This is an optimization exercise on Yosys and OpenROAD, whose aim is small area, a short achievable clock period and few clock cycles, not a production implementation. Function was checked by simulation only, so behaviour that the tests miss may differ from the original. Power is estimated from default activity; no workload was simulated.

==> flow/design.v <==
module QUEEN(
    clk,
    rst_n,
    in_valid,
    col,
    row,
    in_valid_num,
    in_num,
    out_valid,
    out
);
input               clk, rst_n, in_valid, in_valid_num;
input       [3:0]   col, row;
input       [2:0]   in_num;
output reg          out_valid;
output reg  [3:0]   out;
localparam FC2 = 1;
localparam S_IDLE = 2'd0, S_IN = 2'd1, S_SRCH = 2'd2, S_OUT = 2'd3;
reg  [1:0]  state;
reg  [2:0]  left;             
reg  [11:0] given;
reg  [11:0] M [0:11];
reg  [11:0] c;                
reg  [11:0] act;              
wire [11:0] n, n2;            
integer i, j, k;
function [11:0] lowbit;
    input [11:0] x;
    integer b;
    reg seen;
    begin
        seen = 1'b0;
        for (b = 0; b < 12; b = b + 1) begin
            lowbit[b] = x[b] & ~seen;
            seen = seen | x[b];
        end
    end
endfunction
reg [11:0] q  [0:11];
reg [11:0] nx [0:11];
reg [11:0] more;
reg [11:0] R;
reg [22:0] D1, D2;
always @(*) begin
    for (j = 0; j < 12; j = j + 1) begin
        q[j] = lowbit(M[j]);
        nx[j] = M[j] & ~q[j];
        more[j] = |nx[j];
    end
    R = 12'd0; D1 = 23'd0; D2 = 23'd0;
    for (j = 0; j < 12; j = j + 1)
        for (i = 0; i < 12; i = i + 1) begin
            R[i] = R[i] | (q[j][i] & act[j]);
            D1[i + j] = D1[i + j] | (q[j][i] & act[j]);
            D2[i - j + 11] = D2[i - j + 11] | (q[j][i] & act[j]);
        end
end
reg [11:0] avc, avn, avn2, rowok;
reg [11:0] attk;
always @(*) begin
    avc = 12'hfff; avn = 12'hfff; avn2 = 12'hfff; rowok = 12'd0;
    for (k = 0; k < 12; k = k + 1) begin
        for (i = 0; i < 12; i = i + 1)
            attk[i] = R[i] | D1[i + k] | D2[i - k + 11];
        if (c[k]) avc = avc & ~attk;
        if (n[k]) avn = avn & ~attk;
        if (n2[k]) avn2 = avn2 & ~attk;
        if (~act[k] & ~given[k]) rowok = rowok | ~attk;
    end
end
wire dead = |(~R & ~rowok);
reg [11:0] dsel, dsel2;
always @(*) begin
    dsel = 12'd0; dsel2 = 12'd0;
    for (k = 0; k < 12; k = k + 1)
        for (i = k + 1; i < 12; i = i + 1) begin
            if (c[k] & n[i]) dsel[i - k] = 1'b1;
            if (c[k] & n2[i]) dsel2[i - k] = 1'b1;
        end
end
reg [11:0] ok;
reg        okr, okr2;
always @(*) begin
    for (i = 0; i < 12; i = i + 1) begin
        okr = 1'b0; okr2 = 1'b0;
        for (j = 0; j < 12; j = j + 1)
            if (j != i) begin
                okr = okr | (avn[j] & ~dsel[(j > i) ? (j - i) : (i - j)]);
                okr2 = okr2 | (avn2[j] & ~dsel2[(j > i) ? (j - i) : (i - j)]);
            end
        ok[i] = (okr | ~|n) & (FC2 == 0 || okr2 || ~|n2);
    end
end
wire [11:0] cand = avc & ok;
wire        has  = |cand & ~dead;
wire [11:0] free = ~given;
reg  [11:0] above_c;
always @(*) begin
    above_c = 12'd0;
    for (i = 1; i < 12; i = i + 1)
        above_c[i] = above_c[i - 1] | c[i - 1];
end
assign n  = lowbit(free & above_c);
assign n2 = lowbit(free & above_c & ~n);
reg [11:0] popv, jsel, above_j, A, c_pop;
reg        hi;
always @(*) begin
    popv = more & act & free;
    hi = 1'b0;
    for (i = 11; i >= 0; i = i - 1) begin
        above_j[i] = ~hi & ~popv[i];
        jsel[i] = popv[i] & ~hi;
        hi = hi | popv[i];
    end
    A = free & above_j;
    c_pop = lowbit(A);
end
reg [3:0]  qenc;
always @(*) begin
    qenc = 4'd0;
    for (i = 0; i < 12; i = i + 1)
        if (R[i]) qenc = qenc | i[3:0];
end
wire [3:0] q0enc = {q[0][8]|q[0][9]|q[0][10]|q[0][11],
                    q[0][4]|q[0][5]|q[0][6]|q[0][7],
                    q[0][2]|q[0][3]|q[0][6]|q[0][7]|q[0][10]|q[0][11],
                    q[0][1]|q[0][3]|q[0][5]|q[0][7]|q[0][9]|q[0][11]};
wire [11:0] col_oh = 12'd1 << col;
wire [11:0] row_oh = 12'd1 << row;
wire        first  = (state == S_IDLE || state == S_IN) && in_valid && in_valid_num;
wire        take   = (state == S_IN) && in_valid;
wire [11:0] given_nx = first ? col_oh : (given | col_oh);
wire [11:0] f1 = lowbit(~given_nx);
wire        last_in = first ? (in_num == 3'd1) : (left == 3'd1);
wire srch = (state == S_SRCH);
wire done = srch && has && ~|n;
always @(posedge clk or negedge rst_n) begin
    if (!rst_n) begin
        state <= S_IDLE;
        out_valid <= 1'b0;
        out <= 4'd0;
    end else begin
        case (state)
        S_IDLE: if (first) state <= (in_num == 3'd1) ? S_SRCH : S_IN;
        S_IN:   if (in_valid && last_in) state <= S_SRCH;
        S_SRCH: if (done) begin
                    state <= S_OUT;
                    out_valid <= 1'b1;
                    out <= q0enc;
                end
        S_OUT:  if (~|act) begin
                    state <= S_IDLE;
                    out_valid <= 1'b0;
                    out <= 4'd0;
                end else
                    out <= qenc;
        endcase
    end
end
always @(posedge clk) begin
    if (first || take) begin
        left <= first ? in_num - 3'd1 : left - 3'd1;
        given <= given_nx;
        c <= f1;
        act <= given_nx;
    end else if (state == S_SRCH) begin
        if (has) begin
            c <= n;
            act <= done ? 12'd2 : (act | c);
        end else begin
            c <= c_pop;
            act <= given | ~above_j;
        end
    end else if (state == S_OUT)
        act <= {act[10:0], 1'b0};
end
wire [11:0] wsel = srch ? c : ((first || take) ? col_oh : 12'd0);
wire [11:0] wbus = srch ? cand : row_oh;
genvar g;
generate
for (g = 0; g < 12; g = g + 1) begin : col_g
    always @(posedge clk) begin
        if (wsel[g])
            M[g] <= wbus;
        else if (srch & jsel[g] & ~has)
            M[g] <= nx[g];
    end
end
endgenerate
endmodule
Settings: LEC_CHECK=0, ABC_AREA=1, CAP_MARGIN=20, CORE_MARGIN=2, CORE_UTILIZATION=40, SETUP_SLACK_MARGIN=0.8, SLEW_MARGIN=20; clock period 6.0 ns.
run.sh (not shown) runs the stock make flow with config.mk's settings and CLKGATE_MAP_FILE= SYNTH_SCRIPT=/design/flow/synth_recipe.tcl, a recipe that flattens the netlist after the stock synthesis.
The baseline ran to the end with no violations.
Testbench counts at the start, summed over its fixed seeds: cycles 113,035.
Then changed:
SETUP_SLACK_MARGIN = 0.6   (was 0.8)
=> The changed run ran to the end with no violations; design area drops slightly; first-iteration DRC count climbs by a few percent; routed wire length drops slightly; synthesized cell count is unchanged; utilization drops by 0.91 points; hold slack loses 0.0046 ns; combinational power barely changes; non-clock buffer count drops by 44.

## afterwards: timing with drivers on the ports
The results above use ideal ports. As a check the final layouts listed here were re-extracted and re-timed, cells and wires unchanged.
Step 1, drivers: a clkbuf_16 drives clk and a buf_2 each remaining input, both assumed.
Step 2 also shifts input and output timing later by t, the mid clock arrival at the registers, as if the neighbouring blocks saw the same clock.
Slacks: ideal ports / drivers / drivers and shift; pairs: ideal ports / drivers.
run | t (ns) | slack for setup (ns) | hold slack, ns | latest minus earliest clock arrival (ns) | worst slew at a driven data input, ns
the first run | 0.560 | 0.790 / 0.790 / 0.790 | 0.489 / 0.489 / 0.489 | 0.026 / 0.027 | 0.06
the second run | 0.566 | 0.598 / 0.598 / 0.598 | 0.484 / 0.484 / 0.484 | 0.026 / 0.026 | 0.06
After both steps setup and hold are still met in every run listed.
